Context: an optimization exercise on an open-source flow, tuned for small area, a short achievable clock period and few clock cycles. The choices shown serve that exercise and are no tape-out recipe. RTL that was checked went through simulation tests only; none was proved equivalent to the original.

// RISC_SPM
module RISC_SPM (clk, rst, mem_addr, mem_wdata, mem_we, mem_rdata);
  input        clk, rst;
  output [7:0] mem_addr;
  output [7:0] mem_wdata;
  output       mem_we;
  input  [7:0] mem_rdata;
  localparam [3:0] S_FETCH = 4'd0, S_EXEC = 4'd1, S_RD2 = 4'd2, S_WR2 = 4'd3, S_BR2 = 4'd4,
                   S_M1 = 4'd5, S_M2 = 4'd6, S_M3 = 4'd7, S_MW = 4'd8, S_HALT = 4'd9;
  reg [7:0] R0, R1, R2, R3;    
  reg [3:0] op;                
  reg [3:0] so, sd;            
  reg       opnd;              
  reg       chk;               
  reg [7:0] AR;                
  reg [7:0] T;                 
  reg       Z, V;
  reg [1:0] pr;                
  reg       qm1;               
  reg [3:0] st;
  wire [7:0] a = ({8{so[0]}} & R0) | ({8{so[1]}} & R1) | ({8{so[2]}} & R2) | ({8{so[3]}} & R3);
  wire [7:0] b = ({8{sd[0]}} & R0) | ({8{sd[1]}} & R1) | ({8{sd[2]}} & R2) | ({8{sd[3]}} & R3);
  wire exec = (st == S_EXEC);
  wire       is_sub = (op == 4'd2);
  wire       is_and = (op == 4'd3);
  wire       is_not = (op == 4'd4);
  wire [7:0] ax     = a ^ {8{is_sub}};
  wire [7:0] ag     = b & ax;
  wire [7:0] ap     = b ^ ax;
  reg  [7:0] kg, kp, kg2, kp2;
  integer    ki, ks;
  always @* begin
    kg = ag; kp = ap;
    kg[0] = ag[0] | (ap[0] & is_sub);
    for (ks = 1; ks < 8; ks = ks * 2) begin
      kg2 = kg; kp2 = kp;
      for (ki = ks; ki < 8; ki = ki + 1) begin
        kg2[ki] = kg[ki] | (kp[ki] & kg[ki-ks]);
        kp2[ki] = kp[ki] & kp[ki-ks];
      end
      kg = kg2; kp = kp2;
    end
  end
  wire [7:0] sum    = ap ^ {kg[6:0], is_sub};
  wire [7:0] r      = is_and ? (a & b) : is_not ? ~a : sum;
  wire       alu_v  = ~is_and & ~(a[7] ^ b[7]) & (sum[7] ^ a[7]);
  wire [7:0] zc     = {b[6:0] | ax[6:0], is_sub};
  wire       zsum   = ((b ^ ax) == zc);
  wire       alu_z  = is_and ? ((a & b) == 8'd0) : is_not ? (a == 8'hFF) : zsum;
  wire       same = |(so & sd);
  wire       one  = pr[0] ^ qm1;
  wire       two  = (pr[1] & ~pr[0] & ~qm1) | (~pr[1] & pr[0] & qm1);
  wire       neg  = pr[1];
  ...
make LEC_CHECK=0 ABC_AREA=1 CAP_MARGIN=20 CORE_MARGIN=2 CORE_UTILIZATION=40 SETUP_SLACK_MARGIN=2.7 SLEW_MARGIN=20 finish   # period 6.0 ns
run.sh (not shown) runs the stock make flow with config.mk's settings and CLKGATE_MAP_FILE= SYNTH_SCRIPT=/design/flow/synth_recipe.tcl, a recipe that flattens the netlist after the stock synthesis.
Change:
--- a/flow/design.v
+++ b/flow/design.v
@@ -76,49 +76,47 @@
     else case (st)
       S_M1:    pnext = a[5:4];
       S_M2:    pnext = a[7:6];
       default: pnext = a[3:2];
     endcase
   end
   wire is_alu  = (op == 4'd1) | (op == 4'd2) | is_and | is_not;
   wire is_mul  = (op == 4'd10);
   wire halt    = op[3] & (op[2] | (op[1] & op[0]));
   wire mul_it  = (exec & is_mul) | (st == S_M1) | (st == S_M2) | (st == S_M3);
   assign mem_addr  = AR;
-  assign mem_wdata = T;               
+  assign mem_wdata = a;
   assign mem_we    = (st == S_WR2);
   wire fetch = (st == S_FETCH) | (st == S_MW) | (exec & ~is_mul & ~opnd & ~halt);
   wire alu_w  = exec & is_alu;
   wire z_next = alu_w ? alu_z : Z;
   wire [3:0] nop    = mem_rdata[7:4];
   wire       nmul   = (nop == 4'd10);
   wire       nbrz   = (nop == 4'd8);
   wire       nbro   = (nop == 4'd9);
   wire       vlate  = alu_w & ~is_not;
   wire       nopnd  = (nop == 4'd5) | (nop == 4'd6) | (nop == 4'd7) |
                       (nbrz & z_next) | (nbro & (V | vlate));
   wire       nchk   = nbro & vlate;
   wire       nskip  = (nbrz | nbro) & ~nopnd;
   wire       untake = chk & ~V;            
   wire [7:0] ar1    = AR + 8'd1;
   wire [7:0] ar2    = AR + 8'd2;
   wire       ar_f    = fetch & ~nskip;
   wire       ar_s    = fetch & nskip;
   wire       ar_u    = exec & opnd & untake;
   wire       ar_m    = (exec & opnd & ~untake & ~halt & ~is_mul) | (st == S_BR2);
-  wire       ar_t    = (st == S_RD2);
-  wire       ar_w    = (st == S_WR2);
-  wire       ar_h    = ~fetch & ~(exec & opnd & ~halt & ~is_mul) & ~(st == S_BR2) & ~ar_t & ~ar_w;
+  wire       ar_t    = (st == S_RD2) | (st == S_WR2);
+  wire       ar_h    = ~fetch & ~(exec & opnd & ~halt & ~is_mul) & ~(st == S_BR2) & ~ar_t;
   wire [7:0] ar_next = ({8{ar_f | ar_u}} & ar1) | ({8{ar_s}} & ar2) | ({8{ar_m}} & mem_rdata) |
-                       ({8{ar_t}} & T) | ({8{ar_w}} & {so, sd}) |
-                       ({8{ar_h}} & AR);
+                       ({8{ar_t}} & T) | ({8{ar_h}} & AR);
   wire       sel_sum = alu_w & ~is_and & ~is_not;
   wire       sel_and = alu_w & is_and;
   wire       sel_not = alu_w & is_not;
   wire       sel_rd  = (st == S_RD2);
   wire       sel_mul = mul_it;
   wire       sel_mw  = (st == S_MW);
   wire       wen     = alu_w | sel_rd | (sel_mul & ~same) | sel_mw;
   wire [7:0] Wo      = ({8{sel_and}} & a & b) | ({8{sel_not}} & ~a) | ({8{sel_rd}} & mem_rdata) |
                        ({8{sel_mul}} & {S[1:0], a[7:2]}) | ({8{sel_mw}} & T);
   wire [7:0] W       = ({8{sel_sum}} & sum) | Wo;
   wire [3:0] wsel = {4{wen}} & (mul_it ? so : sd);
@@ -173,17 +171,14 @@
       so   <= 4'b0001 << mem_rdata[3:2];
       sd   <= 4'b0001 << mem_rdata[1:0];
       opnd <= nopnd;
       chk  <= nchk;
       T    <= nmul ? 8'd0 : ar2;
       pr   <= rn;
       qm1  <= 1'b0;
     end else if (mul_it) begin
       T    <= S[9:2];
       pr   <= pnext;
       qm1  <= pr[1];
-    end else if (exec & (op == 4'd6)) begin
-      T    <= a;
-      {so, sd} <= T;
     end
   end
 endmodule
What happened: Design area decreases by 3.8%; register-to-register slack is better by 0.13 ns; cell count is lower by 4.1%; via count shrinks by 9.4%; core utilization increases by 0.20 points; hold slack gets better by 0.043 ns; setup slack loses 0.0083 ns; first-iteration DRC count shrinks by 18%; synthesized cell count drops by 4.5%; die area is lower by 3.7%.
Testbench counts after the change, summed over its fixed seeds: cycles 26,597.
Function not checked in the first run of this note: the RTL went through the layout flow alone.

[static timing again, ports no longer ideal]
In the flow no input, the clock included, has a driving cell. The finished layouts below were timed again as built, in two steps.
Step 1, drivers: a clkbuf_16 drives clk and a buf_2 each remaining input, both assumed.
Step 2, shift: input delay + t, output delay - t, t = (earliest + latest rising clock arrival at the registers) / 2. This alone moves slack from input paths to output paths.
Three values: ideal ports, drivers, drivers and shift; two values: the first two.
run	shift t [ns]	setup WS [ns]	worst hold slack (ns)	worst register clock-pin slew, ns
the first run	0.394	2.821 / 2.821 / 2.612	0.510 / 0.510 / 0.510	0.07 / 0.07
the second run	0.392	2.812 / 2.770 / 2.779	0.553 / 0.553 / 0.553	0.06 / 0.06
After both steps setup and hold are still met in every run listed. For the first run, which loses most, drivers alone change the setup slack by 0.000 ns; drivers and shift together by -0.209 ns.
